Background: an optimization exercise with open tools, aiming at small area and a short achievable clock period. Do not read the settings as production practice. In this exercise RTL edits were held to simulation tests only and were not proved equivalent to the original. No activity file was given, so power comes from the tool's default toggle rates.

==> flow/design.v, too long to show whole: its modules and the start of the top module <==
// module dsp_mult: 2046 lines
// module fa: 10 lines
// module ha: 9 lines
module dsp_mult #
(
    parameter WIDTH = 32
)
(
    input  wire                  clk,
    input  wire                  rst,
    input  wire [WIDTH-1:0]      input_a_tdata,
    input  wire                  input_a_tvalid,
    output wire                  input_a_tready,
    input  wire [WIDTH-1:0]      input_b_tdata,
    input  wire                  input_b_tvalid,
    output wire                  input_b_tready,
    input  wire [WIDTH-1:0]      input_c_tdata,
    input  wire                  input_c_tvalid,
    output wire                  input_c_tready,
    output wire [(WIDTH*2)-1:0]  output_tdata,
    output reg                   output_tvalid,
    input  wire                  output_tready
);
  // ...
==> flow/flow/run.sh <==
#!/bin/bash
# The standard layout (the standard.sh, unchanged synthesis) with two changes:
#  - the port buffers that global placement inserts are plain buf_1 cells instead
#    of the delay buffers buffer_ports picks by default;
#  - timing repair aims for a setup margin of 5.5 ns (the period less 5.5 ns).
set -euo pipefail
export BUFFER_PORTS_ARGS="-buffer_cell sky130_fd_sc_hd__buf_1"
export SETUP_SLACK_MARGIN=5.5
bash standard.sh > standard.log 2>&1
==> flow/standard.sh <==
#!/bin/bash
# synth_recipe.tcl (not shown) runs the flow's synth.tcl, then flattens the netlist and writes it again
# the make line also repeats each setting of config.mk as NAME=value (left out here)
make -C /OpenROAD-flow-scripts/flow DESIGN_CONFIG=/design/flow/config.mk WORK_HOME=/design/flow/orfs CLKGATE_MAP_FILE= SYNTH_SCRIPT=/design/flow/synth_recipe.tcl "${@:-finish}"
==> flow/config.mk <==
export PLATFORM = sky130hd
export DESIGN_NAME = dsp_mult
export DESIGN_NICKNAME = dsp_mult
export VERILOG_FILES = /design/flow/design.v
export SDC_FILE = /design/flow/constraint.sdc
export NUM_CORES = 4
export LEC_CHECK = 0
export ABC_AREA = 1
export CAP_MARGIN = 20
export CORE_MARGIN = 2
export CORE_UTILIZATION = 40
export CTS_BUF_LIST = sky130_fd_sc_hd__clkbuf_8
export CTS_CLUSTER_SIZE = 40
export SLEW_MARGIN = 20
export SYNTH_HIERARCHICAL = 1
==> flow/constraint.sdc <==
create_clock -name core_clock -period 9.5 [get_ports {clk}]
set_input_delay 1.9000 -clock core_clock [delete_from_list [all_inputs] [get_ports {clk}]]
set_output_delay 1.9000 -clock core_clock [all_outputs]
set_load 0.01 [all_outputs]
==> flow_summary.ini, run 1 <==
[floorplanning]
io_pins = 170

[cts]
h-tree-depth = 3
clkSlewWorstSetupHoldPaths_ns = 0.05

[worst_setup_path]
required_ns = 7.60
reg2reg_to = cs2_30

[logic_synthesis]
synth_cell_types = 34
synthArstFlopShare_pct = 0
ys_warn_count = 7
yosysMostFrequentCell = xor2_1
synthTopCellsByCount = xor2_1, o22ai_1, fa_1
synth_top_family_by_area = adder cells
synthMuxAreaShare_pct = 0.555

[run_status]
status = finished clean

[timing]
setup_slack_ns = 5.39
skew_ns = 0.0555
tightest_slew_ns = 0.800
setup_viol = 0
post-route-min-period_ns = 4.11
rsz0062_at_grt = yes

[layout]
n_all_inverters = 198

[drt]
post-route-drc-count = 0
m1WireLength_um = 37000

[global_route]
antenna_found_initial = 5
grt_pass1_vias = 24594
met2_usage_pct = 39.1
==> inputs of run 2 (changes only) <==
--- a/flow/config.mk
+++ b/flow/config.mk
@@ -11,4 +11,3 @@
 export CORE_UTILIZATION = 40
-export CTS_BUF_LIST = sky130_fd_sc_hd__clkbuf_8
-export CTS_CLUSTER_SIZE = 40
+export CTS_BUF_LIST = sky130_fd_sc_hd__clkbuf_4
 export SLEW_MARGIN = 20
==> flow_summary.ini, run 2 <==
[layout]
final_cell_mix = xor2_1, o22ai_1, fa_1, dfxtp_1, inv_1
area_growth_syn_to_layout_pct = 11.1
reg_top3 = r3 (64), r4 (64)
final_common_cell = xor2_1
drive_above_1_share_pct = 12.5
nNetsFinal = 3598
stdcell_count = 3976

[floorplanning]
row_count = 101
core_um2 = 75600
fp.dieH_um = 280
initial_core_util_pct = 40.2
io_pins = 170
die-width_um = 280
die-area_um2 = 78300

[placement]
port_buffers = 169
dp_cells = 3723
gp_congestion = 0.977
dp_worst_setup_slack_ns = 5.04
dp_hpwl_um = 65500

[cts]
cts_sinks = 417
clock_path_buffers = 3
worstSkewPairLatency_ns = 0.95
cts_root_buffer = clkbuf_4
cts_buffers = 113
clkSlewWorstSetupHoldPaths_ns = 0.06
tritoncts = yes
h-tree-depth = 3

[timing]
hold_violations = 0
skew_ns = 0.0809
setup_slack_ns = 5.39
setup_tns_ns = 0
rsz0062_at_grt = yes
fmax_mhz = 243
relSlewSlack_pct = 42.7
post-route-min-period_ns = 4.11
slew_viol_final = 0
setup_viol = 0
fin_crit_sh_pct = 43.3
tightest_slew_ns = 0.850

[logic_synthesis]
synth_area_leaders = fa_1, dfxtp_1, xor2_1
yosys.area.top_type = fa_1
syn_inst = 2754
synth_edf_count = 0
synthTopCellsByCount = xor2_1, o22ai_1, fa_1
syn_nets = 3449
synth_top_area_share_pct = 32.1
syn_area_um2 = 30400
ys_warn_count = 7
avgSynthCellArea_um2 = 11.0
yosysMostFrequentCell = xor2_1
ys_ff_latch = 417
synth_cell_types = 34
dominantRegCellSynth = dfxtp_1
seq_area_frac_synth_pct = 27.4
synthArstFlopShare_pct = 0

[power_and_ir_drop]
vdd_ir_drop_max_mv = 0.161
p_per_area_nw_per_um2 = 369
leakage_nw = 14.2

[drt]
post-route-drc-count = 0
avgRoutedWirePerCell_um = 25.1
antenna_left = 0
num_vias = 23375
first_pass_iters = 19
vias_per_cell = 5.88
drt-total-wl_um = 99900
drt-initial-drc-count = 2736

[global_route]
antenna_found_initial = 6
grt_pass1_vias = 24875
grt_max_degree = 35
use_met1_pct = 30.8
grt_pass1_wl_um = 151000
grt-ovfl-total = 0
top_usage_layer = met2
met3_usage_pct = 8.94
met2_usage_pct = 39.2
grt_use_total_pct = 25.5

[hold_path]
min_path_type = reg2reg

[worst_setup_path]
crit_arrival_ns = 2.21
end_kind = output pin
setup.worst_path.class = in2out
path_max_fanout = 3
start_kind = input pin
required_ns = 7.60

[job]
maxCapViolations = 0

[run_status]
status = finished clean
-- run 2: through the flow --
stage                     util [%]  total power, mW  hold WS, ns  area (um^2)
after floorplan                  -             8.34        0.310        30400
after global placement        42.1             10.8        0.312        31800
after detailed placement      42.1             10.9        0.312        31800
after CTS                     44.3             12.6        0.306        33500
after global routing          44.7             13.8        0.309        33800
final                         44.7             12.5        0.274        33800
-- run 2: path summary, 6_finish.rpt --
kind / slack (ns) / depth (start not counted) / from / to
hold reg to reg: 0.27 / 0 / r3[31] / r4[31]
setup / recovery: 5.39 / 4 / output_tready / input_c_tready
setup reg to reg: 5.47 / 10 / one[12] / cs2_30
hold / removal: 0.27 / 0 / r3[31] / r4[31]
-- run 2: final cells by class --
cell class                 count  area (um^2)
clock buffer                 152         1140
antenna                        6         15.0
clock inverter                52          285
timing repair inverter         1         5.00
multi-input combinational   1885        20300
inverter                     197          788
sequential                   417         8370
fill                        7083        41800
tap                          978         1220
timing repair buffer         288         1620
-- run 2: critical path, stage by stage --
cell,delay [ns]
buf_8,0.10
nand2_2,0.06
inv_2,0.04
buf_6,0.11
-- run 2: Yosys stat by module (local to each module, per instance) --
module,cell area [um^2],cells
ha,12.5,1
dsp_mult,20800,2258
fa,20.0,1
-- run 2: kinds of logic after synthesis --
group,after synthesis,synth area share (%)
buffers and inverters,452,5.78
multiplexers,15,0.555
flip-flops,417,27.4
adder cells (fa/ha/maj),593,36.4
XOR/XNOR,555,16.0
AO/OA/AOI/OAI,556,11.4
AND/OR/NAND/NOR,166,2.43
-- run 2: where the power goes --
| group | internal [mW] | total (mW) | switching, mW |
|---|---|---|---|
| clock network | 0.785 | 1.59 | 0.808 |
| registers | 2.65 | 2.94 | 0.289 |
| logic | 3.39 | 7.92 | 4.53 |
-- run 2: timing repair --
item | CTS | global route
gates resized for setup | 23 | 26
hold buffers | 0 | 0
pin swaps | 2 | 1
cloned | 1 | 0
setup endpoints to repair | 42 | 21
setup buffers | 18 | 24
-- run 2: routing by layer --
metal / part of all wire (%) / routed length (um)
met5: 0.019 / 19
met4: 6.2 / 6240
met3: 12 / 12100
met2: 45 / 44600
met1: 37 / 37000

==> re-timing with driven ports <==
The results above use ideal ports. As a check the final layouts listed here were re-extracted and re-timed, cells and wires unchanged. Step 1 sets driving cells, clkbuf_16 on the clock port and buf_2 on the other inputs (assumed; they add their load-dependent delay and slew). Step 2 also shifts input and output timing later by t, the mid clock arrival at the registers, as if the neighbouring blocks saw the same clock. Slacks: ideal ports / drivers / drivers and shift; pairs: ideal ports / drivers.
| run | t (ns) | setup slack, ns | pins driven straight from the clock port |
|---|---|---|---|
| run 1 | 0.781 | 5.386 / 5.346 / 5.346 | 1 |
| run 2 | 0.976 | 5.389 / 5.349 / 5.349 | 1 |
After both steps every run listed still meets setup and hold.
